This design comes from an exercise in tuning for small area, a short achievable clock period and few clock cycles on the open sky130 flow, not from production work.
In this exercise RTL edits were held to simulation tests only and were not proved equivalent to the original.
Power and IR drop assume default switching activity.

==> flow/constraint.sdc <==
create_clock -name core_clock -period 12.5 [get_ports {clk}]
set_input_delay 2.5000 -clock core_clock [delete_from_list [all_inputs] [get_ports {clk}]]
set_output_delay 2.5000 -clock core_clock [all_outputs]
set_load 0.01 [all_outputs]
==> flow/design.v <==
module CONVCOR(clk, rst_n, in_valid, in_a, in_b, in_mode, out_valid, out);
input clk, rst_n, in_valid, in_mode;
input [15:0] in_a, in_b;
output reg out_valid;
output reg signed [35:0] out;
reg m;
reg [3:0] cnt;
reg acc;
wire idle = (cnt == 4'd0);
wire mm = idle ? in_mode : m;
wire last = m ? (cnt == 4'd5) : (cnt == 4'd11);
wire [3:0] ncnt = idle ? {3'd0, in_valid} : (last ? 4'd0 : cnt + 4'd1);
reg [15:0] A1, A2, A3, B1, B2, B3;
wire shift = (cnt[3:2] == 2'b00) && (cnt[1:0] != 2'b11);
always @(posedge clk) begin
  A1 <= shift ? in_a : A3; A2 <= A1; A3 <= A2;
  B1 <= shift ? in_b : B3; B2 <= B1; B3 <= B2;
end
reg [2:0] nax, nay;
reg npx, npy, nacc, nvalid;
always @(*) begin
  nax = 3'b000; nay = 3'b000; npx = 1'b1; npy = 1'b1; nacc = 1'b0; nvalid = 1'b0;
  if (m) begin
    nacc = (cnt == 4'd1) || (cnt == 4'd2);
    nvalid = (cnt == 4'd4);
  end else begin
    case (cnt)
      4'd1: begin npx = 1'b0; npy = 1'b0; nax = 3'b001; nay = 3'b010; end
      4'd2: begin npx = 1'b0; npy = 1'b0; nax = 3'b100; nay = 3'b001; end
      4'd3: begin npx = 1'b0; npy = 1'b0; nax = 3'b100; nay = 3'b100; end
      4'd4: begin npx = 1'b0; npy = 1'b0; nax = 3'b100; nay = 3'b010; end
      4'd5: begin npx = 1'b0; npy = 1'b0; nax = 3'b010; nay = 3'b001; end
      4'd6: begin npx = 1'b0; npy = 1'b0; nax = 3'b010; nay = 3'b100; end
      4'd7: begin npx = 1'b0; npy = 1'b0; nax = 3'b100; nay = 3'b100; end
      default: ;
    endcase
    nacc = (cnt == 4'd2) || (cnt == 4'd4) || (cnt == 4'd5) || (cnt == 4'd7);
    nvalid = (cnt == 4'd2) || (cnt == 4'd4) || (cnt == 4'd7) || (cnt == 4'd9) || (cnt == 4'd10);
  end
  if (idle) begin
    nax = 3'b000; nay = 3'b000; npx = 1'b1; npy = 1'b1; nacc = 1'b0; nvalid = 1'b0;
  end
end
reg [2:0] ax, ay;
reg px, py;
always @(posedge clk) begin
  if (!rst_n) begin
    px <= 1'b1; py <= 1'b1; ax <= 3'b000; ay <= 3'b000;
  end else if (idle) begin
    px <= 1'b1; py <= 1'b1; ax <= 3'b000; ay <= 3'b000;
    if (in_valid && !in_mode) begin px <= 1'b0; ax <= 3'b001; end
  end else begin
    px <= npx; py <= npy; ax <= nax; ay <= nay;
  end
end
wire [15:0] sx = ({16{ax[0]}} & A1) | ({16{ax[1]}} & A2) | ({16{ax[2]}} & A3);
wire [15:0] sy = ({16{ay[0]}} & B1) | ({16{ay[1]}} & B2) | ({16{ay[2]}} & B3);
function [11:0] benc(input [7:0] y);    
  integer k;
  reg ym;
  begin
    for (k = 0; k < 4; k = k + 1) begin
      ym = (k == 0) ? 1'b0 : y[2*k-1];
      benc[k] = y[2*k] ^ ym;
      benc[4+k] = (y[2*k+1] & ~y[2*k] & ~ym) | (~y[2*k+1] & y[2*k] & ym);
      benc[8+k] = y[2*k+1];
    end
  end
endfunction
wire [11:0] er_pin = benc(in_b[15:8]), ei_pin = benc(in_b[7:0]);
wire [11:0] er_st = benc(sy[15:8]), ei_st = benc(sy[7:0]);
wire [11:0] ner = py ? er_pin : er_st;
wire [11:0] nei = py ? ei_pin : ei_st;
wire [15:0] nx = px ? in_a : sx;
reg [7:0] xr, xi;
reg [3:0] r_one, r_two, r_neg, i_one, i_two, i_nre, i_nim;
always @(posedge clk) begin
  xr <= nx[15:8]; xi <= nx[7:0];
  r_one <= ner[3:0]; r_two <= ner[7:4]; r_neg <= ner[11:8];
  i_one <= nei[3:0]; i_two <= nei[7:4];
  i_nre <= nei[11:8] ^ {4{~mm}};
  i_nim <= nei[11:8] ^ {4{mm}};
end
always @(posedge clk) begin
  if (!rst_n) begin
    cnt <= 4'd0;
    out_valid <= 1'b0;
    acc <= 1'b0;
  end else begin
    cnt <= ncnt;
    m <= mm;
    out_valid <= nvalid;
    acc <= nacc;
  end
end
reg [17:0] cre0, cre1, cim0, cim1;
reg acc2;
wire prr_p0_0 = (r_one[0] & xr[0]) ^ r_neg[0];
wire prr_p0_1 = ((r_one[0] & xr[1]) | (r_two[0] & xr[0])) ^ r_neg[0];
wire prr_p0_2 = ((r_one[0] & xr[2]) | (r_two[0] & xr[1])) ^ r_neg[0];
wire prr_p0_3 = ((r_one[0] & xr[3]) | (r_two[0] & xr[2])) ^ r_neg[0];
wire prr_p0_4 = ((r_one[0] & xr[4]) | (r_two[0] & xr[3])) ^ r_neg[0];
wire prr_p0_5 = ((r_one[0] & xr[5]) | (r_two[0] & xr[4])) ^ r_neg[0];
wire prr_p0_6 = ((r_one[0] & xr[6]) | (r_two[0] & xr[5])) ^ r_neg[0];
wire prr_p0_7 = ((r_one[0] & xr[7]) | (r_two[0] & xr[6])) ^ r_neg[0];
wire prr_p0_8 = ((r_one[0] & xr[7]) | (r_two[0] & xr[7])) ^ r_neg[0];
wire prr_p1_0 = (r_one[1] & xr[0]) ^ r_neg[1];
wire prr_p1_1 = ((r_one[1] & xr[1]) | (r_two[1] & xr[0])) ^ r_neg[1];
wire prr_p1_2 = ((r_one[1] & xr[2]) | (r_two[1] & xr[1])) ^ r_neg[1];
wire prr_p1_3 = ((r_one[1] & xr[3]) | (r_two[1] & xr[2])) ^ r_neg[1];
wire prr_p1_4 = ((r_one[1] & xr[4]) | (r_two[1] & xr[3])) ^ r_neg[1];
wire prr_p1_5 = ((r_one[1] & xr[5]) | (r_two[1] & xr[4])) ^ r_neg[1];
wire prr_p1_6 = ((r_one[1] & xr[6]) | (r_two[1] & xr[5])) ^ r_neg[1];
wire prr_p1_7 = ((r_one[1] & xr[7]) | (r_two[1] & xr[6])) ^ r_neg[1];
wire prr_p1_8 = ((r_one[1] & xr[7]) | (r_two[1] & xr[7])) ^ r_neg[1];
wire prr_p2_0 = (r_one[2] & xr[0]) ^ r_neg[2];
wire prr_p2_1 = ((r_one[2] & xr[1]) | (r_two[2] & xr[0])) ^ r_neg[2];
wire prr_p2_2 = ((r_one[2] & xr[2]) | (r_two[2] & xr[1])) ^ r_neg[2];
wire prr_p2_3 = ((r_one[2] & xr[3]) | (r_two[2] & xr[2])) ^ r_neg[2];
wire prr_p2_4 = ((r_one[2] & xr[4]) | (r_two[2] & xr[3])) ^ r_neg[2];
wire prr_p2_5 = ((r_one[2] & xr[5]) | (r_two[2] & xr[4])) ^ r_neg[2];
wire prr_p2_6 = ((r_one[2] & xr[6]) | (r_two[2] & xr[5])) ^ r_neg[2];
wire prr_p2_7 = ((r_one[2] & xr[7]) | (r_two[2] & xr[6])) ^ r_neg[2];
wire prr_p2_8 = ((r_one[2] & xr[7]) | (r_two[2] & xr[7])) ^ r_neg[2];
wire prr_p3_0 = (r_one[3] & xr[0]) ^ r_neg[3];
wire prr_p3_1 = ((r_one[3] & xr[1]) | (r_two[3] & xr[0])) ^ r_neg[3];
wire prr_p3_2 = ((r_one[3] & xr[2]) | (r_two[3] & xr[1])) ^ r_neg[3];
wire prr_p3_3 = ((r_one[3] & xr[3]) | (r_two[3] & xr[2])) ^ r_neg[3];
wire prr_p3_4 = ((r_one[3] & xr[4]) | (r_two[3] & xr[3])) ^ r_neg[3];
wire prr_p3_5 = ((r_one[3] & xr[5]) | (r_two[3] & xr[4])) ^ r_neg[3];
wire prr_p3_6 = ((r_one[3] & xr[6]) | (r_two[3] & xr[5])) ^ r_neg[3];
wire prr_p3_7 = ((r_one[3] & xr[7]) | (r_two[3] & xr[6])) ^ r_neg[3];
wire prr_p3_8 = ((r_one[3] & xr[7]) | (r_two[3] & xr[7])) ^ r_neg[3];
wire pii_p0_0 = (i_one[0] & xi[0]) ^ i_nre[0];
wire pii_p0_1 = ((i_one[0] & xi[1]) | (i_two[0] & xi[0])) ^ i_nre[0];
wire pii_p0_2 = ((i_one[0] & xi[2]) | (i_two[0] & xi[1])) ^ i_nre[0];
wire pii_p0_3 = ((i_one[0] & xi[3]) | (i_two[0] & xi[2])) ^ i_nre[0];
wire pii_p0_4 = ((i_one[0] & xi[4]) | (i_two[0] & xi[3])) ^ i_nre[0];
wire pii_p0_5 = ((i_one[0] & xi[5]) | (i_two[0] & xi[4])) ^ i_nre[0];
wire pii_p0_6 = ((i_one[0] & xi[6]) | (i_two[0] & xi[5])) ^ i_nre[0];
wire pii_p0_7 = ((i_one[0] & xi[7]) | (i_two[0] & xi[6])) ^ i_nre[0];
wire pii_p0_8 = ((i_one[0] & xi[7]) | (i_two[0] & xi[7])) ^ i_nre[0];
wire pii_p1_0 = (i_one[1] & xi[0]) ^ i_nre[1];
wire pii_p1_1 = ((i_one[1] & xi[1]) | (i_two[1] & xi[0])) ^ i_nre[1];
wire pii_p1_2 = ((i_one[1] & xi[2]) | (i_two[1] & xi[1])) ^ i_nre[1];
wire pii_p1_3 = ((i_one[1] & xi[3]) | (i_two[1] & xi[2])) ^ i_nre[1];
wire pii_p1_4 = ((i_one[1] & xi[4]) | (i_two[1] & xi[3])) ^ i_nre[1];
wire pii_p1_5 = ((i_one[1] & xi[5]) | (i_two[1] & xi[4])) ^ i_nre[1];
wire pii_p1_6 = ((i_one[1] & xi[6]) | (i_two[1] & xi[5])) ^ i_nre[1];
wire pii_p1_7 = ((i_one[1] & xi[7]) | (i_two[1] & xi[6])) ^ i_nre[1];
wire pii_p1_8 = ((i_one[1] & xi[7]) | (i_two[1] & xi[7])) ^ i_nre[1];
wire pii_p2_0 = (i_one[2] & xi[0]) ^ i_nre[2];
wire pii_p2_1 = ((i_one[2] & xi[1]) | (i_two[2] & xi[0])) ^ i_nre[2];
wire pii_p2_2 = ((i_one[2] & xi[2]) | (i_two[2] & xi[1])) ^ i_nre[2];
wire pii_p2_3 = ((i_one[2] & xi[3]) | (i_two[2] & xi[2])) ^ i_nre[2];
wire pii_p2_4 = ((i_one[2] & xi[4]) | (i_two[2] & xi[3])) ^ i_nre[2];
wire pii_p2_5 = ((i_one[2] & xi[5]) | (i_two[2] & xi[4])) ^ i_nre[2];
wire pii_p2_6 = ((i_one[2] & xi[6]) | (i_two[2] & xi[5])) ^ i_nre[2];
wire pii_p2_7 = ((i_one[2] & xi[7]) | (i_two[2] & xi[6])) ^ i_nre[2];
wire pii_p2_8 = ((i_one[2] & xi[7]) | (i_two[2] & xi[7])) ^ i_nre[2];
wire pii_p3_0 = (i_one[3] & xi[0]) ^ i_nre[3];
wire pii_p3_1 = ((i_one[3] & xi[1]) | (i_two[3] & xi[0])) ^ i_nre[3];
wire pii_p3_2 = ((i_one[3] & xi[2]) | (i_two[3] & xi[1])) ^ i_nre[3];
wire pii_p3_3 = ((i_one[3] & xi[3]) | (i_two[3] & xi[2])) ^ i_nre[3];
wire pii_p3_4 = ((i_one[3] & xi[4]) | (i_two[3] & xi[3])) ^ i_nre[3];
wire pii_p3_5 = ((i_one[3] & xi[5]) | (i_two[3] & xi[4])) ^ i_nre[3];
wire pii_p3_6 = ((i_one[3] & xi[6]) | (i_two[3] & xi[5])) ^ i_nre[3];
wire pii_p3_7 = ((i_one[3] & xi[7]) | (i_two[3] & xi[6])) ^ i_nre[3];
wire pii_p3_8 = ((i_one[3] & xi[7]) | (i_two[3] & xi[7])) ^ i_nre[3];
wire pri_p0_0 = (i_one[0] & xr[0]) ^ i_nim[0];
wire pri_p0_1 = ((i_one[0] & xr[1]) | (i_two[0] & xr[0])) ^ i_nim[0];
wire pri_p0_2 = ((i_one[0] & xr[2]) | (i_two[0] & xr[1])) ^ i_nim[0];
wire pri_p0_3 = ((i_one[0] & xr[3]) | (i_two[0] & xr[2])) ^ i_nim[0];
wire pri_p0_4 = ((i_one[0] & xr[4]) | (i_two[0] & xr[3])) ^ i_nim[0];
wire pri_p0_5 = ((i_one[0] & xr[5]) | (i_two[0] & xr[4])) ^ i_nim[0];
wire pri_p0_6 = ((i_one[0] & xr[6]) | (i_two[0] & xr[5])) ^ i_nim[0];
wire pri_p0_7 = ((i_one[0] & xr[7]) | (i_two[0] & xr[6])) ^ i_nim[0];
wire pri_p0_8 = ((i_one[0] & xr[7]) | (i_two[0] & xr[7])) ^ i_nim[0];
wire pri_p1_0 = (i_one[1] & xr[0]) ^ i_nim[1];
wire pri_p1_1 = ((i_one[1] & xr[1]) | (i_two[1] & xr[0])) ^ i_nim[1];
wire pri_p1_2 = ((i_one[1] & xr[2]) | (i_two[1] & xr[1])) ^ i_nim[1];
wire pri_p1_3 = ((i_one[1] & xr[3]) | (i_two[1] & xr[2])) ^ i_nim[1];
wire pri_p1_4 = ((i_one[1] & xr[4]) | (i_two[1] & xr[3])) ^ i_nim[1];
wire pri_p1_5 = ((i_one[1] & xr[5]) | (i_two[1] & xr[4])) ^ i_nim[1];
wire pri_p1_6 = ((i_one[1] & xr[6]) | (i_two[1] & xr[5])) ^ i_nim[1];
wire pri_p1_7 = ((i_one[1] & xr[7]) | (i_two[1] & xr[6])) ^ i_nim[1];
wire pri_p1_8 = ((i_one[1] & xr[7]) | (i_two[1] & xr[7])) ^ i_nim[1];
wire pri_p2_0 = (i_one[2] & xr[0]) ^ i_nim[2];
wire pri_p2_1 = ((i_one[2] & xr[1]) | (i_two[2] & xr[0])) ^ i_nim[2];
wire pri_p2_2 = ((i_one[2] & xr[2]) | (i_two[2] & xr[1])) ^ i_nim[2];
wire pri_p2_3 = ((i_one[2] & xr[3]) | (i_two[2] & xr[2])) ^ i_nim[2];
wire pri_p2_4 = ((i_one[2] & xr[4]) | (i_two[2] & xr[3])) ^ i_nim[2];
wire pri_p2_5 = ((i_one[2] & xr[5]) | (i_two[2] & xr[4])) ^ i_nim[2];
wire pri_p2_6 = ((i_one[2] & xr[6]) | (i_two[2] & xr[5])) ^ i_nim[2];
wire pri_p2_7 = ((i_one[2] & xr[7]) | (i_two[2] & xr[6])) ^ i_nim[2];
wire pri_p2_8 = ((i_one[2] & xr[7]) | (i_two[2] & xr[7])) ^ i_nim[2];
wire pri_p3_0 = (i_one[3] & xr[0]) ^ i_nim[3];
wire pri_p3_1 = ((i_one[3] & xr[1]) | (i_two[3] & xr[0])) ^ i_nim[3];
wire pri_p3_2 = ((i_one[3] & xr[2]) | (i_two[3] & xr[1])) ^ i_nim[3];
wire pri_p3_3 = ((i_one[3] & xr[3]) | (i_two[3] & xr[2])) ^ i_nim[3];
wire pri_p3_4 = ((i_one[3] & xr[4]) | (i_two[3] & xr[3])) ^ i_nim[3];
wire pri_p3_5 = ((i_one[3] & xr[5]) | (i_two[3] & xr[4])) ^ i_nim[3];
wire pri_p3_6 = ((i_one[3] & xr[6]) | (i_two[3] & xr[5])) ^ i_nim[3];
wire pri_p3_7 = ((i_one[3] & xr[7]) | (i_two[3] & xr[6])) ^ i_nim[3];
wire pri_p3_8 = ((i_one[3] & xr[7]) | (i_two[3] & xr[7])) ^ i_nim[3];
wire pir_p0_0 = (r_one[0] & xi[0]) ^ r_neg[0];
wire pir_p0_1 = ((r_one[0] & xi[1]) | (r_two[0] & xi[0])) ^ r_neg[0];
wire pir_p0_2 = ((r_one[0] & xi[2]) | (r_two[0] & xi[1])) ^ r_neg[0];
wire pir_p0_3 = ((r_one[0] & xi[3]) | (r_two[0] & xi[2])) ^ r_neg[0];
wire pir_p0_4 = ((r_one[0] & xi[4]) | (r_two[0] & xi[3])) ^ r_neg[0];
wire pir_p0_5 = ((r_one[0] & xi[5]) | (r_two[0] & xi[4])) ^ r_neg[0];
wire pir_p0_6 = ((r_one[0] & xi[6]) | (r_two[0] & xi[5])) ^ r_neg[0];
wire pir_p0_7 = ((r_one[0] & xi[7]) | (r_two[0] & xi[6])) ^ r_neg[0];
wire pir_p0_8 = ((r_one[0] & xi[7]) | (r_two[0] & xi[7])) ^ r_neg[0];
wire pir_p1_0 = (r_one[1] & xi[0]) ^ r_neg[1];
wire pir_p1_1 = ((r_one[1] & xi[1]) | (r_two[1] & xi[0])) ^ r_neg[1];
wire pir_p1_2 = ((r_one[1] & xi[2]) | (r_two[1] & xi[1])) ^ r_neg[1];
wire pir_p1_3 = ((r_one[1] & xi[3]) | (r_two[1] & xi[2])) ^ r_neg[1];
wire pir_p1_4 = ((r_one[1] & xi[4]) | (r_two[1] & xi[3])) ^ r_neg[1];
wire pir_p1_5 = ((r_one[1] & xi[5]) | (r_two[1] & xi[4])) ^ r_neg[1];
wire pir_p1_6 = ((r_one[1] & xi[6]) | (r_two[1] & xi[5])) ^ r_neg[1];
wire pir_p1_7 = ((r_one[1] & xi[7]) | (r_two[1] & xi[6])) ^ r_neg[1];
wire pir_p1_8 = ((r_one[1] & xi[7]) | (r_two[1] & xi[7])) ^ r_neg[1];
wire pir_p2_0 = (r_one[2] & xi[0]) ^ r_neg[2];
wire pir_p2_1 = ((r_one[2] & xi[1]) | (r_two[2] & xi[0])) ^ r_neg[2];
wire pir_p2_2 = ((r_one[2] & xi[2]) | (r_two[2] & xi[1])) ^ r_neg[2];
wire pir_p2_3 = ((r_one[2] & xi[3]) | (r_two[2] & xi[2])) ^ r_neg[2];
wire pir_p2_4 = ((r_one[2] & xi[4]) | (r_two[2] & xi[3])) ^ r_neg[2];
wire pir_p2_5 = ((r_one[2] & xi[5]) | (r_two[2] & xi[4])) ^ r_neg[2];
wire pir_p2_6 = ((r_one[2] & xi[6]) | (r_two[2] & xi[5])) ^ r_neg[2];
wire pir_p2_7 = ((r_one[2] & xi[7]) | (r_two[2] & xi[6])) ^ r_neg[2];
wire pir_p2_8 = ((r_one[2] & xi[7]) | (r_two[2] & xi[7])) ^ r_neg[2];
wire pir_p3_0 = (r_one[3] & xi[0]) ^ r_neg[3];
wire pir_p3_1 = ((r_one[3] & xi[1]) | (r_two[3] & xi[0])) ^ r_neg[3];
wire pir_p3_2 = ((r_one[3] & xi[2]) | (r_two[3] & xi[1])) ^ r_neg[3];
wire pir_p3_3 = ((r_one[3] & xi[3]) | (r_two[3] & xi[2])) ^ r_neg[3];
wire pir_p3_4 = ((r_one[3] & xi[4]) | (r_two[3] & xi[3])) ^ r_neg[3];
wire pir_p3_5 = ((r_one[3] & xi[5]) | (r_two[3] & xi[4])) ^ r_neg[3];
wire pir_p3_6 = ((r_one[3] & xi[6]) | (r_two[3] & xi[5])) ^ r_neg[3];
wire pir_p3_7 = ((r_one[3] & xi[7]) | (r_two[3] & xi[6])) ^ r_neg[3];
wire pir_p3_8 = ((r_one[3] & xi[7]) | (r_two[3] & xi[7])) ^ r_neg[3];
wire tre_w1 = prr_p0_6 ^ prr_p1_4;
wire tre_w2 = prr_p0_6 & prr_p1_4;
wire tre_w3 = prr_p0_4 ^ prr_p1_2 ^ prr_p2_0;
wire tre_w4 = (prr_p0_4 & prr_p1_2) | (prr_p0_4 & prr_p2_0) | (prr_p1_2 & prr_p2_0);
wire tre_w5 = prr_p0_5 ^ prr_p1_3;
wire tre_w6 = prr_p0_5 & prr_p1_3;
wire tre_w7 = tre_w1 ^ prr_p2_2 ^ prr_p3_0;
wire tre_w8 = (tre_w1 & prr_p2_2) | (tre_w1 & prr_p3_0) | (prr_p2_2 & prr_p3_0);
wire tre_w9 = r_neg[3] ^ pii_p0_6 ^ pii_p1_4;
wire tre_w10 = (r_neg[3] & pii_p0_6) | (r_neg[3] & pii_p1_4) | (pii_p0_6 & pii_p1_4);
wire tre_w11 = tre_w2 ^ prr_p0_7 ^ prr_p1_5;
wire tre_w12 = (tre_w2 & prr_p0_7) | (tre_w2 & prr_p1_5) | (prr_p0_7 & prr_p1_5);
wire tre_w13 = prr_p2_3 ^ prr_p3_1 ^ pii_p0_7;
wire tre_w14 = (prr_p2_3 & prr_p3_1) | (prr_p2_3 & pii_p0_7) | (prr_p3_1 & pii_p0_7);
wire tre_w15 = pii_p1_5 ^ pii_p2_3;
wire tre_w16 = pii_p1_5 & pii_p2_3;
wire tre_w17 = ~(prr_p0_8) ^ prr_p1_6 ^ prr_p2_4;
wire tre_w18 = (~(prr_p0_8) & prr_p1_6) | (~(prr_p0_8) & prr_p2_4) | (prr_p1_6 & prr_p2_4);
wire tre_w19 = prr_p3_2 ^ ~(pii_p0_8) ^ pii_p1_6;
wire tre_w20 = (prr_p3_2 & ~(pii_p0_8)) | (prr_p3_2 & pii_p1_6) | (~(pii_p0_8) & pii_p1_6);
wire tre_w21 = pii_p2_4 ^ pii_p3_2;
wire tre_w22 = pii_p2_4 & pii_p3_2;
wire tre_w23 = prr_p1_7 ^ prr_p2_5 ^ prr_p3_3;
wire tre_w24 = (prr_p1_7 & prr_p2_5) | (prr_p1_7 & prr_p3_3) | (prr_p2_5 & prr_p3_3);
wire tre_w25 = pii_p1_7 ^ pii_p2_5 ^ pii_p3_3;
wire tre_w26 = (pii_p1_7 & pii_p2_5) | (pii_p1_7 & pii_p3_3) | (pii_p2_5 & pii_p3_3);
wire tre_w27 = ~(prr_p1_8) ^ prr_p2_6 ^ prr_p3_4;
wire tre_w28 = (~(prr_p1_8) & prr_p2_6) | (~(prr_p1_8) & prr_p3_4) | (prr_p2_6 & prr_p3_4);
wire tre_w29 = ~(pii_p1_8) ^ pii_p2_6;
wire tre_w30 = ~(pii_p1_8) & pii_p2_6;
wire tre_w31 = prr_p0_2 ^ prr_p1_0 ^ r_neg[1];
wire tre_w32 = (prr_p0_2 & prr_p1_0) | (prr_p0_2 & r_neg[1]) | (prr_p1_0 & r_neg[1]);
wire tre_w33 = prr_p0_3 ^ prr_p1_1;
wire tre_w34 = prr_p0_3 & prr_p1_1;
wire tre_w35 = tre_w3 ^ r_neg[2] ^ pii_p0_4;
wire tre_w36 = (tre_w3 & r_neg[2]) | (tre_w3 & pii_p0_4) | (r_neg[2] & pii_p0_4);
wire tre_w37 = pii_p1_2 ^ pii_p2_0;
wire tre_w38 = pii_p1_2 & pii_p2_0;
wire tre_w39 = tre_w4 ^ tre_w5 ^ prr_p2_1;
wire tre_w40 = (tre_w4 & tre_w5) | (tre_w4 & prr_p2_1) | (tre_w5 & prr_p2_1);
wire tre_w41 = pii_p0_5 ^ pii_p1_3 ^ pii_p2_1;
wire tre_w42 = (pii_p0_5 & pii_p1_3) | (pii_p0_5 & pii_p2_1) | (pii_p1_3 & pii_p2_1);
wire tre_w43 = tre_w6 ^ tre_w7 ^ tre_w9;
wire tre_w44 = (tre_w6 & tre_w7) | (tre_w6 & tre_w9) | (tre_w7 & tre_w9);
wire tre_w45 = pii_p2_2 ^ pii_p3_0 ^ i_nre[3];
wire tre_w46 = (pii_p2_2 & pii_p3_0) | (pii_p2_2 & i_nre[3]) | (pii_p3_0 & i_nre[3]);
wire tre_w47 = tre_w8 ^ tre_w10 ^ tre_w11;
wire tre_w48 = (tre_w8 & tre_w10) | (tre_w8 & tre_w11) | (tre_w10 & tre_w11);
wire tre_w49 = tre_w13 ^ tre_w15 ^ pii_p3_1;
wire tre_w50 = (tre_w13 & tre_w15) | (tre_w13 & pii_p3_1) | (tre_w15 & pii_p3_1);
wire tre_w51 = tre_w12 ^ tre_w14 ^ tre_w16;
wire tre_w52 = (tre_w12 & tre_w14) | (tre_w12 & tre_w16) | (tre_w14 & tre_w16);
wire tre_w53 = tre_w17 ^ tre_w19 ^ tre_w21;
wire tre_w54 = (tre_w17 & tre_w19) | (tre_w17 & tre_w21) | (tre_w19 & tre_w21);
wire tre_w55 = tre_w18 ^ tre_w20 ^ tre_w22;
wire tre_w56 = (tre_w18 & tre_w20) | (tre_w18 & tre_w22) | (tre_w20 & tre_w22);
wire tre_w57 = tre_w23 ^ tre_w25 ^ 1'b1;
wire tre_w58 = (tre_w23 & tre_w25) | (tre_w23 & 1'b1) | (tre_w25 & 1'b1);
wire tre_w59 = tre_w24 ^ tre_w26 ^ tre_w27;
wire tre_w60 = (tre_w24 & tre_w26) | (tre_w24 & tre_w27) | (tre_w26 & tre_w27);
wire tre_w61 = tre_w29 ^ pii_p3_4 ^ 1'b1;
wire tre_w62 = (tre_w29 & pii_p3_4) | (tre_w29 & 1'b1) | (pii_p3_4 & 1'b1);
wire tre_w63 = tre_w28 ^ tre_w30 ^ prr_p2_7;
wire tre_w64 = (tre_w28 & tre_w30) | (tre_w28 & prr_p2_7) | (tre_w30 & prr_p2_7);
wire tre_w65 = prr_p3_5 ^ pii_p2_7 ^ pii_p3_5;
wire tre_w66 = (prr_p3_5 & pii_p2_7) | (prr_p3_5 & pii_p3_5) | (pii_p2_7 & pii_p3_5);
wire tre_w67 = ~(prr_p2_8) ^ prr_p3_6 ^ ~(pii_p2_8);
wire tre_w68 = (~(prr_p2_8) & prr_p3_6) | (~(prr_p2_8) & ~(pii_p2_8)) | (prr_p3_6 & ~(pii_p2_8));
wire tre_w69 = pii_p3_6 ^ 1'b1;
wire tre_w70 = pii_p3_6 & 1'b1;
wire tre_w71 = prr_p0_0 ^ r_neg[0];
wire tre_w72 = prr_p0_0 & r_neg[0];
wire tre_w73 = tre_w31 ^ pii_p0_2;
wire tre_w74 = tre_w31 & pii_p0_2;
wire tre_w75 = tre_w32 ^ tre_w33 ^ pii_p0_3;
wire tre_w76 = (tre_w32 & tre_w33) | (tre_w32 & pii_p0_3) | (tre_w33 & pii_p0_3);
wire tre_w77 = tre_w34 ^ tre_w35 ^ tre_w37;
wire tre_w78 = (tre_w34 & tre_w35) | (tre_w34 & tre_w37) | (tre_w35 & tre_w37);
wire tre_w79 = tre_w36 ^ tre_w38 ^ tre_w39;
wire tre_w80 = (tre_w36 & tre_w38) | (tre_w36 & tre_w39) | (tre_w38 & tre_w39);
wire tre_w81 = tre_w40 ^ tre_w42 ^ tre_w43;
wire tre_w82 = (tre_w40 & tre_w42) | (tre_w40 & tre_w43) | (tre_w42 & tre_w43);
wire tre_w83 = tre_w44 ^ tre_w46 ^ tre_w47;
wire tre_w84 = (tre_w44 & tre_w46) | (tre_w44 & tre_w47) | (tre_w46 & tre_w47);
wire tre_w85 = tre_w48 ^ tre_w50 ^ tre_w51;
wire tre_w86 = (tre_w48 & tre_w50) | (tre_w48 & tre_w51) | (tre_w50 & tre_w51);
wire tre_w87 = tre_w52 ^ tre_w54 ^ tre_w55;
wire tre_w88 = (tre_w52 & tre_w54) | (tre_w52 & tre_w55) | (tre_w54 & tre_w55);
wire tre_w89 = tre_w56 ^ tre_w58 ^ tre_w59;
wire tre_w90 = (tre_w56 & tre_w58) | (tre_w56 & tre_w59) | (tre_w58 & tre_w59);
wire tre_w91 = tre_w60 ^ tre_w62 ^ tre_w63;
wire tre_w92 = (tre_w60 & tre_w62) | (tre_w60 & tre_w63) | (tre_w62 & tre_w63);
wire tre_w93 = tre_w64 ^ tre_w66 ^ tre_w67;
wire tre_w94 = (tre_w64 & tre_w66) | (tre_w64 & tre_w67) | (tre_w66 & tre_w67);
wire tre_w95 = tre_w68 ^ tre_w70 ^ prr_p3_7;
wire tre_w96 = (tre_w68 & tre_w70) | (tre_w68 & prr_p3_7) | (tre_w70 & prr_p3_7);
wire tre_w97 = ~(prr_p3_8) ^ ~(pii_p3_8);
wire tre_w98 = ~(prr_p3_8) & ~(pii_p3_8);
wire tre_w99 = tre_w71 ^ pii_p0_0;
wire tre_w100 = tre_w71 & pii_p0_0;
wire tre_w101 = tre_w72 ^ prr_p0_1 ^ pii_p0_1;
wire tre_w102 = (tre_w72 & prr_p0_1) | (tre_w72 & pii_p0_1) | (prr_p0_1 & pii_p0_1);
wire tre_w103 = tre_w73 ^ pii_p1_0 ^ i_nre[1];
wire tre_w104 = (tre_w73 & pii_p1_0) | (tre_w73 & i_nre[1]) | (pii_p1_0 & i_nre[1]);
wire tre_w105 = tre_w74 ^ tre_w75 ^ pii_p1_1;
wire tre_w106 = (tre_w74 & tre_w75) | (tre_w74 & pii_p1_1) | (tre_w75 & pii_p1_1);
wire tre_w107 = tre_w76 ^ tre_w77 ^ i_nre[2];
wire tre_w108 = (tre_w76 & tre_w77) | (tre_w76 & i_nre[2]) | (tre_w77 & i_nre[2]);
wire tre_w109 = tre_w78 ^ tre_w79 ^ tre_w41;
wire tre_w110 = (tre_w78 & tre_w79) | (tre_w78 & tre_w41) | (tre_w79 & tre_w41);
wire tre_w111 = tre_w80 ^ tre_w81 ^ tre_w45;
wire tre_w112 = (tre_w80 & tre_w81) | (tre_w80 & tre_w45) | (tre_w81 & tre_w45);
wire tre_w113 = tre_w82 ^ tre_w83 ^ tre_w49;
wire tre_w114 = (tre_w82 & tre_w83) | (tre_w82 & tre_w49) | (tre_w83 & tre_w49);
wire tre_w115 = tre_w84 ^ tre_w85 ^ tre_w53;
wire tre_w116 = (tre_w84 & tre_w85) | (tre_w84 & tre_w53) | (tre_w85 & tre_w53);
wire tre_w117 = tre_w86 ^ tre_w87 ^ tre_w57;
wire tre_w118 = (tre_w86 & tre_w87) | (tre_w86 & tre_w57) | (tre_w87 & tre_w57);
wire tre_w119 = tre_w88 ^ tre_w89 ^ tre_w61;
wire tre_w120 = (tre_w88 & tre_w89) | (tre_w88 & tre_w61) | (tre_w89 & tre_w61);
wire tre_w121 = tre_w90 ^ tre_w91 ^ tre_w65;
wire tre_w122 = (tre_w90 & tre_w91) | (tre_w90 & tre_w65) | (tre_w91 & tre_w65);
wire tre_w123 = tre_w92 ^ tre_w93 ^ tre_w69;
wire tre_w124 = (tre_w92 & tre_w93) | (tre_w92 & tre_w69) | (tre_w93 & tre_w69);
wire tre_w125 = tre_w94 ^ tre_w95 ^ pii_p3_7;
wire tre_w126 = (tre_w94 & tre_w95) | (tre_w94 & pii_p3_7) | (tre_w95 & pii_p3_7);
wire tre_w127 = tre_w96 ^ tre_w97 ^ 1'b1;
wire tre_w128 = (tre_w96 & tre_w97) | (tre_w96 & 1'b1) | (tre_w97 & 1'b1);
wire [17:0] tre_r0 = {1'b1, 1'b1, tre_w128, tre_w126, tre_w124, tre_w122, tre_w120, tre_w118, tre_w116, tre_w114, tre_w112, tre_w110, tre_w108, tre_w106, tre_w104, tre_w102, tre_w100, tre_w99};
wire [17:0] tre_r1 = {1'b0, 1'b0, tre_w98, tre_w127, tre_w125, tre_w123, tre_w121, tre_w119, tre_w117, tre_w115, tre_w113, tre_w111, tre_w109, tre_w107, tre_w105, tre_w103, tre_w101, i_nre[0]};
wire tim_w1 = pri_p0_6 ^ pri_p1_4;
wire tim_w2 = pri_p0_6 & pri_p1_4;
wire tim_w3 = pri_p0_4 ^ pri_p1_2 ^ pri_p2_0;
wire tim_w4 = (pri_p0_4 & pri_p1_2) | (pri_p0_4 & pri_p2_0) | (pri_p1_2 & pri_p2_0);
wire tim_w5 = pri_p0_5 ^ pri_p1_3;
wire tim_w6 = pri_p0_5 & pri_p1_3;
wire tim_w7 = tim_w1 ^ pri_p2_2 ^ pri_p3_0;
wire tim_w8 = (tim_w1 & pri_p2_2) | (tim_w1 & pri_p3_0) | (pri_p2_2 & pri_p3_0);
wire tim_w9 = i_nim[3] ^ pir_p0_6 ^ pir_p1_4;
wire tim_w10 = (i_nim[3] & pir_p0_6) | (i_nim[3] & pir_p1_4) | (pir_p0_6 & pir_p1_4);
wire tim_w11 = tim_w2 ^ pri_p0_7 ^ pri_p1_5;
wire tim_w12 = (tim_w2 & pri_p0_7) | (tim_w2 & pri_p1_5) | (pri_p0_7 & pri_p1_5);
wire tim_w13 = pri_p2_3 ^ pri_p3_1 ^ pir_p0_7;
wire tim_w14 = (pri_p2_3 & pri_p3_1) | (pri_p2_3 & pir_p0_7) | (pri_p3_1 & pir_p0_7);
wire tim_w15 = pir_p1_5 ^ pir_p2_3;
wire tim_w16 = pir_p1_5 & pir_p2_3;
wire tim_w17 = ~(pri_p0_8) ^ pri_p1_6 ^ pri_p2_4;
wire tim_w18 = (~(pri_p0_8) & pri_p1_6) | (~(pri_p0_8) & pri_p2_4) | (pri_p1_6 & pri_p2_4);
wire tim_w19 = pri_p3_2 ^ ~(pir_p0_8) ^ pir_p1_6;
wire tim_w20 = (pri_p3_2 & ~(pir_p0_8)) | (pri_p3_2 & pir_p1_6) | (~(pir_p0_8) & pir_p1_6);
wire tim_w21 = pir_p2_4 ^ pir_p3_2;
wire tim_w22 = pir_p2_4 & pir_p3_2;
wire tim_w23 = pri_p1_7 ^ pri_p2_5 ^ pri_p3_3;
wire tim_w24 = (pri_p1_7 & pri_p2_5) | (pri_p1_7 & pri_p3_3) | (pri_p2_5 & pri_p3_3);
wire tim_w25 = pir_p1_7 ^ pir_p2_5 ^ pir_p3_3;
wire tim_w26 = (pir_p1_7 & pir_p2_5) | (pir_p1_7 & pir_p3_3) | (pir_p2_5 & pir_p3_3);
wire tim_w27 = ~(pri_p1_8) ^ pri_p2_6 ^ pri_p3_4;
wire tim_w28 = (~(pri_p1_8) & pri_p2_6) | (~(pri_p1_8) & pri_p3_4) | (pri_p2_6 & pri_p3_4);
wire tim_w29 = ~(pir_p1_8) ^ pir_p2_6;
wire tim_w30 = ~(pir_p1_8) & pir_p2_6;
wire tim_w31 = pri_p0_2 ^ pri_p1_0 ^ i_nim[1];
wire tim_w32 = (pri_p0_2 & pri_p1_0) | (pri_p0_2 & i_nim[1]) | (pri_p1_0 & i_nim[1]);
wire tim_w33 = pri_p0_3 ^ pri_p1_1;
wire tim_w34 = pri_p0_3 & pri_p1_1;
wire tim_w35 = tim_w3 ^ i_nim[2] ^ pir_p0_4;
wire tim_w36 = (tim_w3 & i_nim[2]) | (tim_w3 & pir_p0_4) | (i_nim[2] & pir_p0_4);
wire tim_w37 = pir_p1_2 ^ pir_p2_0;
wire tim_w38 = pir_p1_2 & pir_p2_0;
wire tim_w39 = tim_w4 ^ tim_w5 ^ pri_p2_1;
wire tim_w40 = (tim_w4 & tim_w5) | (tim_w4 & pri_p2_1) | (tim_w5 & pri_p2_1);
wire tim_w41 = pir_p0_5 ^ pir_p1_3 ^ pir_p2_1;
wire tim_w42 = (pir_p0_5 & pir_p1_3) | (pir_p0_5 & pir_p2_1) | (pir_p1_3 & pir_p2_1);
wire tim_w43 = tim_w6 ^ tim_w7 ^ tim_w9;
wire tim_w44 = (tim_w6 & tim_w7) | (tim_w6 & tim_w9) | (tim_w7 & tim_w9);
wire tim_w45 = pir_p2_2 ^ pir_p3_0 ^ r_neg[3];
wire tim_w46 = (pir_p2_2 & pir_p3_0) | (pir_p2_2 & r_neg[3]) | (pir_p3_0 & r_neg[3]);
wire tim_w47 = tim_w8 ^ tim_w10 ^ tim_w11;
wire tim_w48 = (tim_w8 & tim_w10) | (tim_w8 & tim_w11) | (tim_w10 & tim_w11);
wire tim_w49 = tim_w13 ^ tim_w15 ^ pir_p3_1;
wire tim_w50 = (tim_w13 & tim_w15) | (tim_w13 & pir_p3_1) | (tim_w15 & pir_p3_1);
wire tim_w51 = tim_w12 ^ tim_w14 ^ tim_w16;
wire tim_w52 = (tim_w12 & tim_w14) | (tim_w12 & tim_w16) | (tim_w14 & tim_w16);
wire tim_w53 = tim_w17 ^ tim_w19 ^ tim_w21;
wire tim_w54 = (tim_w17 & tim_w19) | (tim_w17 & tim_w21) | (tim_w19 & tim_w21);
wire tim_w55 = tim_w18 ^ tim_w20 ^ tim_w22;
wire tim_w56 = (tim_w18 & tim_w20) | (tim_w18 & tim_w22) | (tim_w20 & tim_w22);
wire tim_w57 = tim_w23 ^ tim_w25 ^ 1'b1;
wire tim_w58 = (tim_w23 & tim_w25) | (tim_w23 & 1'b1) | (tim_w25 & 1'b1);
wire tim_w59 = tim_w24 ^ tim_w26 ^ tim_w27;
wire tim_w60 = (tim_w24 & tim_w26) | (tim_w24 & tim_w27) | (tim_w26 & tim_w27);
wire tim_w61 = tim_w29 ^ pir_p3_4 ^ 1'b1;
wire tim_w62 = (tim_w29 & pir_p3_4) | (tim_w29 & 1'b1) | (pir_p3_4 & 1'b1);
wire tim_w63 = tim_w28 ^ tim_w30 ^ pri_p2_7;
wire tim_w64 = (tim_w28 & tim_w30) | (tim_w28 & pri_p2_7) | (tim_w30 & pri_p2_7);
wire tim_w65 = pri_p3_5 ^ pir_p2_7 ^ pir_p3_5;
wire tim_w66 = (pri_p3_5 & pir_p2_7) | (pri_p3_5 & pir_p3_5) | (pir_p2_7 & pir_p3_5);
wire tim_w67 = ~(pri_p2_8) ^ pri_p3_6 ^ ~(pir_p2_8);
wire tim_w68 = (~(pri_p2_8) & pri_p3_6) | (~(pri_p2_8) & ~(pir_p2_8)) | (pri_p3_6 & ~(pir_p2_8));
wire tim_w69 = pir_p3_6 ^ 1'b1;
wire tim_w70 = pir_p3_6 & 1'b1;
wire tim_w71 = pri_p0_0 ^ i_nim[0];
wire tim_w72 = pri_p0_0 & i_nim[0];
wire tim_w73 = tim_w31 ^ pir_p0_2;
wire tim_w74 = tim_w31 & pir_p0_2;
wire tim_w75 = tim_w32 ^ tim_w33 ^ pir_p0_3;
wire tim_w76 = (tim_w32 & tim_w33) | (tim_w32 & pir_p0_3) | (tim_w33 & pir_p0_3);
wire tim_w77 = tim_w34 ^ tim_w35 ^ tim_w37;
wire tim_w78 = (tim_w34 & tim_w35) | (tim_w34 & tim_w37) | (tim_w35 & tim_w37);
wire tim_w79 = tim_w36 ^ tim_w38 ^ tim_w39;
wire tim_w80 = (tim_w36 & tim_w38) | (tim_w36 & tim_w39) | (tim_w38 & tim_w39);
wire tim_w81 = tim_w40 ^ tim_w42 ^ tim_w43;
wire tim_w82 = (tim_w40 & tim_w42) | (tim_w40 & tim_w43) | (tim_w42 & tim_w43);
wire tim_w83 = tim_w44 ^ tim_w46 ^ tim_w47;
wire tim_w84 = (tim_w44 & tim_w46) | (tim_w44 & tim_w47) | (tim_w46 & tim_w47);
wire tim_w85 = tim_w48 ^ tim_w50 ^ tim_w51;
wire tim_w86 = (tim_w48 & tim_w50) | (tim_w48 & tim_w51) | (tim_w50 & tim_w51);
wire tim_w87 = tim_w52 ^ tim_w54 ^ tim_w55;
wire tim_w88 = (tim_w52 & tim_w54) | (tim_w52 & tim_w55) | (tim_w54 & tim_w55);
wire tim_w89 = tim_w56 ^ tim_w58 ^ tim_w59;
wire tim_w90 = (tim_w56 & tim_w58) | (tim_w56 & tim_w59) | (tim_w58 & tim_w59);
wire tim_w91 = tim_w60 ^ tim_w62 ^ tim_w63;
wire tim_w92 = (tim_w60 & tim_w62) | (tim_w60 & tim_w63) | (tim_w62 & tim_w63);
wire tim_w93 = tim_w64 ^ tim_w66 ^ tim_w67;
wire tim_w94 = (tim_w64 & tim_w66) | (tim_w64 & tim_w67) | (tim_w66 & tim_w67);
wire tim_w95 = tim_w68 ^ tim_w70 ^ pri_p3_7;
wire tim_w96 = (tim_w68 & tim_w70) | (tim_w68 & pri_p3_7) | (tim_w70 & pri_p3_7);
wire tim_w97 = ~(pri_p3_8) ^ ~(pir_p3_8);
wire tim_w98 = ~(pri_p3_8) & ~(pir_p3_8);
wire tim_w99 = tim_w71 ^ pir_p0_0;
wire tim_w100 = tim_w71 & pir_p0_0;
wire tim_w101 = tim_w72 ^ pri_p0_1 ^ pir_p0_1;
wire tim_w102 = (tim_w72 & pri_p0_1) | (tim_w72 & pir_p0_1) | (pri_p0_1 & pir_p0_1);
wire tim_w103 = tim_w73 ^ pir_p1_0 ^ r_neg[1];
wire tim_w104 = (tim_w73 & pir_p1_0) | (tim_w73 & r_neg[1]) | (pir_p1_0 & r_neg[1]);
wire tim_w105 = tim_w74 ^ tim_w75 ^ pir_p1_1;
wire tim_w106 = (tim_w74 & tim_w75) | (tim_w74 & pir_p1_1) | (tim_w75 & pir_p1_1);
wire tim_w107 = tim_w76 ^ tim_w77 ^ r_neg[2];
wire tim_w108 = (tim_w76 & tim_w77) | (tim_w76 & r_neg[2]) | (tim_w77 & r_neg[2]);
wire tim_w109 = tim_w78 ^ tim_w79 ^ tim_w41;
wire tim_w110 = (tim_w78 & tim_w79) | (tim_w78 & tim_w41) | (tim_w79 & tim_w41);
wire tim_w111 = tim_w80 ^ tim_w81 ^ tim_w45;
wire tim_w112 = (tim_w80 & tim_w81) | (tim_w80 & tim_w45) | (tim_w81 & tim_w45);
wire tim_w113 = tim_w82 ^ tim_w83 ^ tim_w49;
wire tim_w114 = (tim_w82 & tim_w83) | (tim_w82 & tim_w49) | (tim_w83 & tim_w49);
wire tim_w115 = tim_w84 ^ tim_w85 ^ tim_w53;
wire tim_w116 = (tim_w84 & tim_w85) | (tim_w84 & tim_w53) | (tim_w85 & tim_w53);
wire tim_w117 = tim_w86 ^ tim_w87 ^ tim_w57;
wire tim_w118 = (tim_w86 & tim_w87) | (tim_w86 & tim_w57) | (tim_w87 & tim_w57);
wire tim_w119 = tim_w88 ^ tim_w89 ^ tim_w61;
wire tim_w120 = (tim_w88 & tim_w89) | (tim_w88 & tim_w61) | (tim_w89 & tim_w61);
wire tim_w121 = tim_w90 ^ tim_w91 ^ tim_w65;
wire tim_w122 = (tim_w90 & tim_w91) | (tim_w90 & tim_w65) | (tim_w91 & tim_w65);
wire tim_w123 = tim_w92 ^ tim_w93 ^ tim_w69;
wire tim_w124 = (tim_w92 & tim_w93) | (tim_w92 & tim_w69) | (tim_w93 & tim_w69);
wire tim_w125 = tim_w94 ^ tim_w95 ^ pir_p3_7;
wire tim_w126 = (tim_w94 & tim_w95) | (tim_w94 & pir_p3_7) | (tim_w95 & pir_p3_7);
wire tim_w127 = tim_w96 ^ tim_w97 ^ 1'b1;
wire tim_w128 = (tim_w96 & tim_w97) | (tim_w96 & 1'b1) | (tim_w97 & 1'b1);
wire [17:0] tim_r0 = {1'b1, 1'b1, tim_w128, tim_w126, tim_w124, tim_w122, tim_w120, tim_w118, tim_w116, tim_w114, tim_w112, tim_w110, tim_w108, tim_w106, tim_w104, tim_w102, tim_w100, tim_w99};
wire [17:0] tim_r1 = {1'b0, 1'b0, tim_w98, tim_w127, tim_w125, tim_w123, tim_w121, tim_w119, tim_w117, tim_w115, tim_w113, tim_w111, tim_w109, tim_w107, tim_w105, tim_w103, tim_w101, r_neg[0]};
always @(posedge clk) begin
  cre0 <= tre_r0; cre1 <= tre_r1;
  cim0 <= tim_r0; cim1 <= tim_r1;
  acc2 <= acc;
end
wire [17:0] are = acc2 ? out[35:18] : 18'd0;
wire [17:0] aim = acc2 ? out[17:0] : 18'd0;
wire [17:0] sre = cre0 + cre1 + are;
wire [17:0] sim = cim0 + cim1 + aim;
always @(posedge clk) out <= {sre, sim};
endmodule
==> flow/config.mk <==
export PLATFORM = sky130hd
export DESIGN_NAME = CONVCOR
export DESIGN_NICKNAME = CONVCOR
export VERILOG_FILES = /design/flow/design.v
export SDC_FILE = /design/flow/constraint.sdc
export NUM_CORES = 4
export LEC_CHECK = 0
export CAP_MARGIN = 20
export CORE_MARGIN = 2
export CORE_UTILIZATION = 40
export CTS_BUF_LIST = sky130_fd_sc_hd__clkbuf_8
export CTS_CLUSTER_SIZE = 30
export SLEW_MARGIN = 20
==> flow/standard.sh <==
#!/bin/bash
# synth_recipe.tcl (not shown) runs the flow's synth.tcl, then flattens the netlist and writes it again
# the make line also repeats each setting of config.mk as NAME=value (left out here)
make -C /OpenROAD-flow-scripts/flow DESIGN_CONFIG=/design/flow/config.mk WORK_HOME=/design/flow/orfs CLKGATE_MAP_FILE= SYNTH_SCRIPT=/design/flow/synth_recipe.tcl "${@:-finish}"
==> flow/flow/run.sh <==
#!/bin/bash
set -euo pipefail
bash standard.sh SETUP_SLACK_MARGIN=9 finish > standard_flow.log 2>&1
==> flow_results.org, run 1 <==
** Clock tree
- TritonCTS built the clock tree.
- Clock slew at the register clock pins of the worst setup and hold paths :: 0.06 ns
- Clock sink count :: 256
- Largest buffer count on any clock path :: 3
- The cell sitting at the root of the clock tree is a clkbuf_8.
- In this run, post-CTS hold repair placed 0 buffers.
- The later pin in the worst-skew pair is clocked with a latency of 0.59 ns.
- The number of clock buffers added by TritonCTS is 46.
- Count of H-tree levels built during CTS :: 2

** Pwr
- Leakage Power :: 7.50 nW
- Total power for the finished layout comes to 4.42 mW.
- VDD IR-drop max :: 107 uV
- Dividing total power by cell area gives a power density of 258 nW/um^2.

** Routing
- 1st-pass router iterations :: 5
- Final antenna-violating net count :: 0
- Routed length per instance :: 16.9 um
- The first routing iteration left 692 violations.
- Total number of vias :: 10200
- After detailed routing, the number of remaining DRC violations is 0.
- After detailed routing, the total wire length is 33.4 mm.
- Vias per cell :: 5.15

** STA
- The final count of hold timing violations was 0.
- Aggregate negative setup slack :: 0 ns
- Period utilization :: 28.3%
- Final count of pins violating max slew :: 0
- Worst Skew :: 0.0427 ns
- Worst-Margin Slew :: 1.01 ns
- Number of endpoints failing setup at the final stage :: 0
- Setup repair after global routing could not meet its margin everywhere.
- Setup slack on the critical path of the routed design comes to 8.96 ns.
- Timing would allow up to 282 MHz.
- In this run the tightest slew margin relative to its limit is 32.8%.
- The worst path needs 3.54 ns of the cycle, external delays included.

** Placement
- Area after DPL :: 15600 um^2
- Dpl hpwl :: 23.0 mm
- Routability-driven placement finished with a final weighted congestion of 0.808.
- Number of buffer cells added on primary ports :: 72
- OpenSTA, run right after detailed placement, puts the worst setup slack at 8.61 ns.

** GRT
- First-pass GRT wire length :: 55.1 mm
- Pin count of the biggest net entering global routing :: 39
- The total overflow left after global routing is 0.
- The via count of the first global-routing pass was 10500.
- Initial antenna violation count :: 0
- Global routing consumed, over all layers together, 18.0% of the routing resources.

** Critical path
- STA classifies the critical path endpoint as an output pin.
- Highest-delay cell along the critical path :: dfxtp_2
- Walking the worst path, the cells encountered are buf_6.
- Reg-to-reg slack, setup :: 9.12 ns
- The largest single stage delay on the critical path is 0.35 ns.
- Sum of buffers and inverters on the critical path :: 1
- STA puts the critical path data required time at 10.00 ns.
- The worst register-to-register path has a depth of 11.
- In this run the number of cells on the critical path is 1.
- In this design, the largest share of critical-path delay is due to flip-flops.
- The worst setup path is launched from a flip-flop.
- Critical-path maximum fanout :: 3
- Worst endpoint data arrival time :: 1.04 ns
- Worst Setup Path Type :: flip-flop to output pin

** Finish
- Post-Route Utilization :: 47.3%
- For this run, the post-layout net count is 1698.
- Leaving out fill and tap cells, the most frequent cell in the layout is dfxtp_1.
- Area used by multi-input combinational logic :: 8590 um^2
- Leaving out fill and tap cells, the most frequent cells in the layout are 189 x dfxtp_1, 157 x inv_1, 124 x fa_1, 119 x xnor2_1, 116 x a22oi_1.
- Final std cell area, no fill :: 17100 um^2
- Diode count :: 0
- Number of filler instances in the final layout :: 3414
- Signed area change from the synthesized netlist to the final layout :: 17.3%
- Register area :: 5250 um^2
- Cells with a size suffix above 1 make up 17.7% of the layout.

** Job
- Max-capacitance violation count :: 0

** Worst hold path
- Cells on Worst Hold Path :: 0
- The tightest min-delay check is of the flip-flop to flip-flop type.

** Synth
- Mean area per synthesized cell :: 10.3 um^2
- Synth unique cells :: 58
- The synthesized netlist occupies a cell area of 14600 um^2.
- Counting flops with an async set or reset pin after synthesis yields a share of 0%.
- Yosys reg bits :: 256
- Gate count after technology mapping :: 1413
- Register area share after synthesis :: 35.1%
- EDFF count, synth :: 1
- For this run, the number of Yosys warnings is 1.
- Net count after synthesis :: 1637
- Synth Flop Type :: dfxtp_1

** Floorplanning
- Floorplan die area :: 38100 um^2
- Once the floorplan was initialized, standard cells occupied 40.3% of the core.
- For this design the top-level I/O count stands at 73.
- Horizontal extent of the die :: 195 um
- Measured along the y axis, the die boundary spans 195 um.
- In this run the core area contains 70 standard-cell rows.
- The core region is 36300 um^2.

** Run status
- Status :: complete, no violations
-- Yosys cell counts, drive strengths merged, types with 3 or more instances --
master | count | area [um^2]
xor2 | 66 | 578
a222oi | 28 | 280
o21ai | 45 | 229
nor2 | 38 | 143
nand4b | 3 | 26.3
a21oi | 45 | 233
a211oi | 7 | 52.6
and2 | 35 | 221
a21o | 10 | 75.1
nor2b | 7 | 43.8
mux2i | 27 | 270
nand3 | 6 | 30.0
inv | 148 | 556
nand2b | 5 | 31.3
mux2 | 38 | 428
dfxtp | 255 | 5100
xnor2 | 119 | 1040
fa | 126 | 2520
nand2 | 64 | 240
o21a | 5 | 37.5
clkbuf | 90 | 338
and3 | 13 | 81.3
buf | 7 | 30.0
nand4 | 3 | 18.8
o211ai | 3 | 22.5
a22oi | 118 | 891
nor3 | 9 | 50.1
ha | 62 | 776
-- final cells by class --
type,count,area share [%]
Multi-Input combinational cell,912,50.1
Sequential cell,256,30.6
Timing Repair Buffer,110,6.38
Clock buffer,59,4.74
Tap cell,468,3.41
Inverter,148,3.24
Clock inverter,27,1.50
-- flip-flops by register name (all words and copies together) (netlist names), 8 cells and up --
name and cells:
A1 16, A2 16, A3 16, B1 16, B2 16, B3 16
cim0 16, cim1 16, cre0 16, cre1 16, out 36, xi 8
xr 8
-- what timing repair did --
item,in CTS,in global routing
hold endpoints to repair,0,0
endpoints found under the setup margin,52,55
pin swaps,4,6
setup buffers,17,10
resized for setup,249,27
gates cloned,1,0
-- per-layer routing --
metal  GRT usage, %  routed length, um  vias up  part of all wire (%)
li1               -                  -     4878                     -
met1           24.1              15400     4958                    46
met2           29.3              15400      302                    46
met3           3.18               1850       63                   5.5
met4           6.08                820        0                   2.5
met5              0                  0        -                     0
-- where the power goes --
group	internal [mW]	switching [mW]	leakage [nW]
logic	1.08	1.19	4.76
registers	1.09	0.181	2.16
clock network	0.516	0.366	0.584
total	2.68	1.74	7.50
-- metrics by stage --
| stage | std cells | hold slack (ns) |
|---|---|---|
| 2_1_floorplan | 1413 | 0.310 |
| 3_3_place_gp | 1866 | 0.312 |
| 3_5_place_dp | 1866 | 0.314 |
| 4_1_cts | 1970 | 0.322 |
| 5_1_grt | 1980 | 0.329 |
| 6_report | 1980 | 0.323 |
-- logic make-up after synthesis --
| group | share of synthesized area [%] |
|---|---|
| DFF | 35.1 |
| adders and majority gates | 22.6 |
| buffers and inverters | 6.32 |
| and+or+nand+nor | 6.58 |
| AOI/OAI and AO/OA | 13.6 |
| xor gates and xnor gates | 11.1 |
| muxes | 4.78 |
-- final timing paths --
kind | from | end
worst max-delay path | out[16] | out[16]
worst min-delay path | acc | acc2
worst max register to register | acc2 | out[34]
worst min register to register | acc | acc2
Testbench counts, summed over its fixed seeds: cycles 14,544.
==> inputs of run 2 (changes only) <==
--- a/flow/config.mk
+++ b/flow/config.mk
@@ -7,7 +7,7 @@
 export LEC_CHECK = 0
 export CAP_MARGIN = 20
 export CORE_MARGIN = 2
-export CORE_UTILIZATION = 40
+export CORE_UTILIZATION = 60
 export CTS_BUF_LIST = sky130_fd_sc_hd__clkbuf_8
 export CTS_CLUSTER_SIZE = 30
 export SLEW_MARGIN = 20
==> run 2 against run 1 <==
Compared with the run above:
- die area decreased by 33%
- total power down 3.1%
- count of clock-buffer cells in the layout shrank 10
- area after synthesis did not move
- maximum frequency up 1.1%
- critical endpoint is now out[12]
- largest cell class unchanged
- largest power group unchanged
==> flow_results.org, run 2 <==
** Critical path
- The critical path's slowest cell was dfxtp_2 (unchanged).
- Cell-by-cell trace of the critical path: buf_6 (unchanged).
- Start of the worst register-to-register path :: i_two[1] (was acc2)
- Worst EP required :: 10.00 ns (about the same)
- The startpoint class of the critical path was a flip-flop (unchanged).
- Worst path top cell family by delay :: flip-flops (unchanged)
- Highest cell delay on the worst timing path :: 0.33 ns (was 0.35 ns)
- Reg2Reg Capture Point :: cim1[6] (was out[34])
- Sum of buffers and inverters on the critical path :: 1 (unchanged)
- Reg-to-reg slack, setup :: 9.14 ns (was 9.12 ns)
- Worst r2r path cells :: 11 (unchanged)
- Critical-path maximum fanout :: 2 (was 3)
- Kind of end point of the critical path :: output pin (unchanged)
- The category of the critical setup timing path is flip-flop to output pin (unchanged).
- Worst endpoint data arrival time :: 1.01 ns (was 1.04 ns)

** Synth
- The synthesized netlist net count was 1637 (unchanged).
- The mean post-synth cell area came to 10.3 um^2 (unchanged).
- The count of unique library cells instantiated by Yosys is 58 (unchanged).
- The number of standard cells after synthesis was 1413 (unchanged).
- The sequential-to-total area share from yosys stat is 35.1% (unchanged).
- The number of warnings printed during yosys synthesis came to 1 (unchanged).
- Largest cells by area after synthesis: dfxtp_1 35%, fa_1 17%, xnor2_1 7.1%, a22oi_1 6.0%, ha_1 5.3% (unchanged).
- Yosys reg bits :: 256 (unchanged)
- Netlist area before placement :: 14600 um^2 (unchanged)
- Synth top cells by count: 255 x dfxtp_1, 148 x inv_1, 126 x fa_1, 119 x xnor2_1, 117 x a22oi_1 (unchanged).
- The cell type contributing the most total cell area after synthesis was dfxtp_1 (unchanged).
- The share of the synthesized area in the top cell type was 34.9% (unchanged).
- Synth Flop Type :: dfxtp_1 (unchanged)
- Share of synthesized flip-flops with an asynchronous set or reset :: 0% (unchanged)
- The number of enable-type register cells in the synthesized netlist came to 1 (unchanged).
- The dominant cell by count in the synthesized netlist is dfxtp_1 (unchanged).

** Finish
- Net count, final :: 1675 (was 1698)
- The design area is 16600 um^2 (was 17100 um^2).
- The final standard cell utilization of the core came to 68.9% (was 47.3%).
- The flip-flop count of the largest register, all copies and words added came to 36 (unchanged).
- Leading cell type in the layout, fill and taps excluded :: dfxtp_1 (unchanged)
- Most frequent cells in the layout: 189 x dfxtp_1, 158 x inv_1, 125 x fa_1, 119 x xnor2_1, 117 x a22oi_1 (was 189 x dfxtp_1, 157 x inv_1, 124 x fa_1, 119 x xnor2_1, 116 x a22oi_1).
- The number of diodes added for antenna fixing was 0 (unchanged).
- Most flops, register :: out (unchanged)
- The area added between synthesis and finish is 13.5% (was 17.3%).
- Proportion of layout cells with a drive suffix above 1 :: 15.3% (was 17.7%)
- Post-Layout Cell Count :: 1798 (was 1980)

** Placement
- The instance area at placement was 15400 um^2 (was 15600 um^2).
- Dpl hpwl :: 22.4 mm (was 23.0 mm)
- Dpl cells :: 1720 (was 1866)
- The count of input and output buffers is 72 (unchanged).
- RD Place Congestion :: 0.840 (was 0.808)
- DP Worst Slack :: 8.65 ns (was 8.61 ns)

** Pwr
- Logic pwr share :: 51.9% (was 51.4%)
- Leakage Power :: 7.31 nW (was 7.50 nW)
- Sequential fraction of design power :: 29.8% (was 28.7%)
- Switching power as a share of total power :: 39.2% (was 39.3%)
- The peak ir drop on the vdd network came to 157 uV (was 107 uV).
- Total power per unit cell area :: 258 nW/um^2 (about the same)
- Switching power :: 1.68 mW (was 1.74 mW)
- Clock share of power :: 18.3% (was 20.0%)
- The total power draw was 4.28 mW (was 4.42 mW).
- Cell-internal power :: 2.60 mW (was 2.68 mW)

** STA
- Worst Skew :: 0.0263 ns (was 0.0427 ns)
- RSZ-0062 raised after global routing: true (unchanged).
- The share of the clock period used by the worst path after layout was 28.0% (was 28.3%).
- The post-route worst hold slack came to 0.324 ns (was 0.323 ns).
- The final worst setup slack was 8.99 ns (was 8.96 ns).
- Final count of hold timing violations :: 0 (unchanged)
- Worst-case headroom to the max-slew limit :: 34.9% (was 32.8%)
- Final Critical Period :: 3.51 ns (was 3.54 ns)
- The number of max-slew violations in the final report is 0 (unchanged).
- Worst-Margin Slew :: 0.975 ns (was 1.01 ns)
- The total of endpoints with negative setup slack in the final report came to 0 (unchanged).
- Achievable frequency :: 285 MHz (was 282 MHz)
- The setup TNS is 0 ns (unchanged).

** Job
- Max-capacitance violation count :: 0 (unchanged)

** Routing
- WL final :: 32.3 mm (was 33.4 mm)
- Number of DRC violations after detailed routing :: 0 (unchanged)
- The violation count after the first detailed-route iteration came to 833 (was 692).
- Routed length per instance :: 18.0 um (was 16.9 um)
- The via count normalized by instance count is 5.68 (was 5.15).
- The overall via count from detail_route came to 10200 (about the same).
- The first-pass iteration count of the detailed router is 6 (was 5).
- Final antenna-violating net count :: 0 (unchanged)

** Floorplanning
- The initial core utilization is 60.7% (was 40.3%).
- The area of the die was 25600 um^2 (was 38100 um^2).
- The width of the die was 160 um (was 195 um).
- The die outline height is 160 um (was 195 um).
- Number of ports placed on the die boundary :: 73 (unchanged)
- Count of standard-cell rows :: 57 (was 70)
- Std-Cell Core Area :: 24100 um^2 (was 36300 um^2)

** Clock tree
- The CTS buffer count came to 43 (was 46).
- Largest buffer count on any clock path :: 3 (unchanged)
- Count of H-tree levels built during CTS :: 2 (unchanged)
- The buffer type at the clock tree root was clkbuf_8 (unchanged).
- The clock transition at the registers of the reported paths is 0.06 ns (about the same).
- Clock latency on the worst-skew pair :: 0.56 ns (was 0.59 ns)
- Clock sink count :: 256 (unchanged)
- Clock tree from TritonCTS :: yes (unchanged)

** Worst hold path
- Hold-critical path endpoint :: acc2 (unchanged)
- The worst min-delay path category is flip-flop to flip-flop (unchanged).
- Cells on Worst Hold Path :: 0 (unchanged)
- The critical hold path startpoint was acc (unchanged).

** GRT
- Grt total ovfl :: 0 (unchanged)
- Initial antenna violation count :: 0 (unchanged)
- The via count of the first global-routing pass is 10500 (about the same).
- The largest net degree at the start of global routing was 39 (unchanged).
- All-Layer GR Usage :: 25.4% (was 18.0%)
- First-pass GRT wire length :: 52.5 mm (was 55.1 mm)

** Run status
- Status: complete, no violations (unchanged).
## run 2: changes by cell type in the layout (fill, tap and decap cells not counted), sizes merged
cell / change
buf: -20
bufbuf: -1
bufinv: +1
clkbuf: -9
clkinv: -8
clkinvlp: -2
inv: +1
## run 2: worst max path at each step
stage             start       end  depth (start not counted)
4_1_cts         out[34]   out[34]                          1
6_report        out[12]   out[12]                          1
3_5_place_dp    in_mode  i_nim[2]                          4
2_1_floorplan  r_neg[1]   cre1[6]                         12
3_3_place_gp    in_mode  i_nim[0]                          4
5_1_grt            acc2   out[17]                         13
## run 2: cell families (layout without fill, tap and decap cells)
family          after synthesis  count (layout)  share of synthesized area, %
compound gates              281             281                          13.6
xor+xnor                    185             185                          11.1
fa+ha+maj                   188             188                          22.6
buf+inv                     245             306                          6.32
flops                       256             256                          35.1
mux                          65              65                          4.78
simple gates                193             193                          6.58
## run 2: per-layer routing
| metal | GRT usage, % | share of wire [%] | vias to the layer above |
|---|---|---|---|
| met1 | 34.4 | 44 | 4935 |
| met3 | 4.29 | 7.1 | 77 |
| li1 | - | - | 4822 |
| met5 | 0 | 0 | - |
| met4 | 7.86 | 2.9 | 0 |
| met2 | 42.1 | 46 | 379 |
## run 2: power groups by stage
stage	Clock (mW)	Combinational (mW)	Sequential, mW
2_1_floorplan	0	1.66	1.21
3_3_place_gp	0	2.16	1.26
3_5_place_dp	0	2.22	1.27
4_1_cts	0.806	2.25	1.27
5_1_grt	0.841	2.60	1.30
6_report	0.783	2.22	1.28
## run 2: final cells by class
type                    count  area, um^2
multi-input cells         912        8570
fillers                  1962        7500
flip-flops and latches    256        5250
repair buffers             90         932
clock buffers              49         674
inverters                 148         556
well taps                 324         405
clock inverters            19         215
## run 2: what timing repair did
action                     4_1_cts  5_1_grt
cloned                           0        1
hold buffers                     0        0
setup endpoints to repair       49       54
buffers inserted                 6        3
gates resized for setup        236       32
pin swaps                        0        1
## run 2: worst reg2reg max path: cells and delay by family, from the launching register on
kind | cells | cell delay, ns
adder cells (fa/ha/maj) | 5 | 2.22
AO/OA/AOI/OAI | 1 | 0.16
flip-flops | 1 | 0.51
XOR/XNOR | 1 | 0.15
buffers and inverters | 4 | 0.20

==> static timing again, ports no longer ideal <==
The flow's constraints put no driver on any port. The routed layouts listed below were extracted and timed again, unchanged, in two steps.
Step 1 sets driving cells, clkbuf_16 on the clock port and buf_2 on the other inputs (assumed; they add their load-dependent delay and slew).
Step 2, shift: input delay + t, output delay - t, t = (earliest + latest rising clock arrival at the registers) / 2. This alone moves slack from input paths to output paths.
Three values: no drivers, after step 1, after step 2; two values: the first two.
run | t, ns | setup slack, ns | worst setup path after step 2
run 1 | 0.615 | 8.957 / 8.911 / 8.620 | input to register
run 2 | 0.593 | 8.994 / 8.948 / 8.666 | input to register
After both steps every run listed still meets setup and hold. For run 1, which loses most, drivers alone change the setup slack by -0.046 ns; drivers and shift together by -0.337 ns.
